This design comes from an exercise in tuning for small area on the open sky130 flow, not from production work.
At most, simulation tests tie the RTL to the original design; equivalence was not proved.

==> inputs of 10-21 <==
==> flow/design.v (excerpt) <==
module Ascon_Encryption_upper(clk,rst,Encryption,C,T,Decryption,Hashing,K,N,A,P,Tin);
==> module Ascon_Encryption_upper, before the edit <==
module Ascon_Encryption_upper(clk,rst,Encryption,C,T,Decryption,Hashing,K,N,A,P,Tin);
    input clk, rst, Encryption, Decryption, Hashing;
    input [127:0] K, N, Tin;
    input [255:0] A, P;
    output reg [255:0] C;
    output reg [127:0] T;
    localparam [63:0]  IV  = 64'h80400c0600000000;
    localparam [63:0]  PAD = 64'h8000000000000000;
    localparam [319:0] HIV = 320'hee9398aadb67f03d8bb21831c60f1002b48a92db98d5da6243189921b8f8e3e8348fa5c9d525e140;
    wire [6:0] count;
    counter c1(clk, rst, count);
    reg [191:0] sh;
    reg [3:0] r;
    wire z = |T;
    wire ld, sPad, drep, kK, kF, kT, dsep, byp, clr, six;
    wire [3:0] sA, sP, en;
    Ascon_Encryption A1(count, Encryption, Decryption, Hashing, z,
                        ld, sA, sP, sPad, drep, kK, kF, kT, dsep, byp, clr, en, six);
    wire [63:0] din = {64{sA[0]}} & A[255:192] | {64{sA[1]}} & A[191:128] |
                      {64{sA[2]}} & A[127:64]  | {64{sA[3]}} & A[63:0] |
                      {64{sP[0]}} & P[255:192] | {64{sP[1]}} & P[191:128] |
                      {64{sP[2]}} & P[127:64]  | {64{sP[3]}} & P[63:0] |
                      {64{sPad}} & PAD;
    wire [63:0] s0 = sh[191:128], s1 = sh[127:64], s2 = sh[63:0];
    wire [63:0] y  = (s0 & {64{~clr}}) ^ din;
    wire [63:0] u0 = ld ? ((Hashing ? HIV[319:256] : IV) ^ din) : (drep ? din : y);
    wire [63:0] u1 = ld ? (Hashing ? HIV[255:192] : K[127:64]) : s1 ^ ({64{kF}} & K[127:64]);
    wire [63:0] u2 = ld ? (Hashing ? HIV[191:128] : K[63:0])   : s2 ^ ({64{kF}} & K[63:0]);
    wire [63:0] u3 = ld ? (Hashing ? HIV[127:64]  : N[127:64]) :
                     T[127:64] ^ ({64{kK}} & K[127:64] | {64{kT}} & Tin[127:64]);
    wire [63:0] u4 = ld ? (Hashing ? HIV[63:0]    : N[63:0]) :
                     T[63:0] ^ ({64{kK}} & K[63:0] | {64{kT}} & Tin[63:0]) ^ {63'd0, dsep};
    wire [7:0] rc;
    PCaddconstant P1(r, rc);
    wire [319:0] v;
    Permutation P4({u0, u1, u2 ^ {56'd0, rc}, u3, u4}, v);
    always @(posedge clk) begin
        sh <= v[319:128];
        T  <= byp ? {u3, u4} : v[127:0];
        if (rst)
            r <= 4'd0;
        else if (r == 4'd11)
            r <= six ? 4'd6 : 4'd0;
        else
            r <= r + 4'd1;
        if (en[0]) C[255:192] <= y;
        if (en[1]) C[191:128] <= y;
        if (en[2]) C[127:64]  <= y;
        if (en[3]) C[63:0]    <= y;
    end
endmodule
Settings: LEC_CHECK=0, CAP_MARGIN=20, CORE_MARGIN=2, CORE_UTILIZATION=45, CTS_BUF_LIST=sky130_fd_sc_hd__clkbuf_8 sky130_fd_sc_hd__clkbuf_16, CTS_CLUSTER_DIAMETER=60, CTS_CLUSTER_SIZE=20, PLACE_DENSITY=0.6, SLEW_MARGIN=20; clock period 10.0 ns.
standard.sh (not shown) runs the stock make flow with config.mk's settings and CLKGATE_MAP_FILE= SYNTH_SCRIPT=/design/flow/synth_recipe.tcl, a recipe that flattens the netlist after the stock synthesis.
==> flow/flow/run.sh <==
#!/bin/bash
set -euo pipefail
W=$(pwd)
export FLOW_WORK="$W"
export MY_ABC_SCRIPT="$W/flow/abc_area.script"
export BUFFER_PORTS_ARGS="-buffer_cell sky130_fd_sc_hd__buf_1"
export PLACE_PINS_ARGS="-min_distance 1 -min_distance_in_tracks"
bash standard.sh SYNTH_SCRIPT="$W/flow/synth.tcl" \
  "BUFFER_PORTS_ARGS=-buffer_cell sky130_fd_sc_hd__buf_1" \
  "PLACE_PINS_ARGS=-min_distance 1 -min_distance_in_tracks" finish > "$W/flow_standard.log" 2>&1
==> flow/flow/abc_area.script <==
&get -n
&st
&dch
&nf -R 1000
&put
topo
==> flow/flow/synth.tcl <==
proc abc {args} {
  set i [lsearch -exact $args -script]
  if {$i >= 0} { set args [lreplace $args $i [expr {$i+1}] -script $::env(MY_ABC_SCRIPT)] }
  yosys abc {*}$args
}
source $::env(FLOW_WORK)/synth_recipe.tcl
==> 03-09 (differences from 10-21) <==
--- a/flow/design.v
+++ b/flow/design.v
@@ -102,9 +102,9 @@
     wire [63:0] y  = (s0 & {64{~clr}}) ^ din;
-    wire [63:0] u0 = ld ? ((Hashing ? HIV[319:256] : IV) ^ din) : (drep ? din : y);
-    wire [63:0] u1 = ld ? (Hashing ? HIV[255:192] : K[127:64]) : s1 ^ ({64{kF}} & K[127:64]);
-    wire [63:0] u2 = ld ? (Hashing ? HIV[191:128] : K[63:0])   : s2 ^ ({64{kF}} & K[63:0]);
-    wire [63:0] u3 = ld ? (Hashing ? HIV[127:64]  : N[127:64]) :
-                     T[127:64] ^ ({64{kK}} & K[127:64] | {64{kT}} & Tin[127:64]);
-    wire [63:0] u4 = ld ? (Hashing ? HIV[63:0]    : N[63:0]) :
-                     T[63:0] ^ ({64{kK}} & K[63:0] | {64{kT}} & Tin[63:0]) ^ {63'd0, dsep};
+    wire ldA = ld & ~Hashing, ldH = ld & Hashing;
+    wire kx = kF | ldA;
+    wire [63:0] u0 = (s0 & {64{~(ld | drep | clr)}}) ^ din ^ ({64{ldA}} & IV) ^ ({64{ldH}} & HIV[319:256]);
+    wire [63:0] u1 = (s1 & {64{~ld}}) ^ ({64{kx}} & K[127:64]) ^ ({64{ldH}} & HIV[255:192]);
+    wire [63:0] u2 = (s2 & {64{~ld}}) ^ ({64{kx}} & K[63:0])   ^ ({64{ldH}} & HIV[191:128]);
+    wire [63:0] u3 = (T[127:64] & {64{~ld}}) ^ ({64{kK}} & K[127:64] | {64{kT}} & Tin[127:64] | {64{ldA}} & N[127:64] | {64{ldH}} & HIV[127:64]);
+    wire [63:0] u4 = (T[63:0] & {64{~ld}}) ^ ({64{kK}} & K[63:0] | {64{kT}} & Tin[63:0] | {64{ldA}} & N[63:0] | {64{ldH}} & HIV[63:0]) ^ {63'd0, dsep};
     wire [7:0] rc;
--- a/flow/config.mk
+++ b/flow/config.mk
@@ -10,5 +10,5 @@
 export CORE_UTILIZATION = 45
-export CTS_BUF_LIST = sky130_fd_sc_hd__clkbuf_8 sky130_fd_sc_hd__clkbuf_16
-export CTS_CLUSTER_DIAMETER = 60
-export CTS_CLUSTER_SIZE = 20
+export CTS_BUF_LIST = sky130_fd_sc_hd__clkbuf_16
+export CTS_CLUSTER_DIAMETER = 80
+export CTS_CLUSTER_SIZE = 30
 export PLACE_DENSITY = 0.6
==> comparison <==
- In 10-21 the worst hold slack is better than in 03-09, by 0.0018 ns.
- Between 10-21 and 03-09, the lower sequential share of layout area is in 10-21 (gap 0.71 points).
- Die area: 03-09 is lower than 10-21 (1.0%).
- In 10-21 the clock skew is higher than in 03-09, by 0.0020 ns.
- In 03-09 the via count is lower than in 10-21, by about 5%.
- Of 03-09 and 10-21, 10-21 has the higher design area (gap about 2.4%, measured against 10-21).
- Setup slack: 10-21 is lower than 03-09 (0.12 ns).
The RTL of 10-21 was laid out without a check of its function.

afterwards: timing with drivers on the ports:
How much do the figures lean on ideal ports? The routed layouts below were timed once more, with nothing changed but the port constraints.
Step 1 sets driving cells, clkbuf_16 on the clock port and buf_2 on the other inputs (assumed; they add their load-dependent delay and slew).
Step 2 also shifts input and output timing later by t, the mid clock arrival at the registers, as if the neighbouring blocks saw the same clock.
Slacks: ideal ports / drivers / drivers and shift; pairs: ideal ports / drivers.
| run | t (ns) | slack for setup (ns) | hold WS [ns] | worst setup path at the end | clock arrival spread, ns |
|---|---|---|---|---|---|
| 10-21 | 0.736 | 2.065 / 2.065 / 1.733 | 0.541 / 0.541 / 0.541 | input to register | 0.037 / 0.037 |
| 03-09 | 0.700 | 2.190 / 2.236 / 1.536 | 0.539 / 0.539 / 0.539 | input to register | 0.031 / 0.031 |
After both steps every run listed still meets setup and hold. The setup slack of 03-09, which loses most, moves by +0.046 ns with the drivers and by -0.654 ns with both steps.
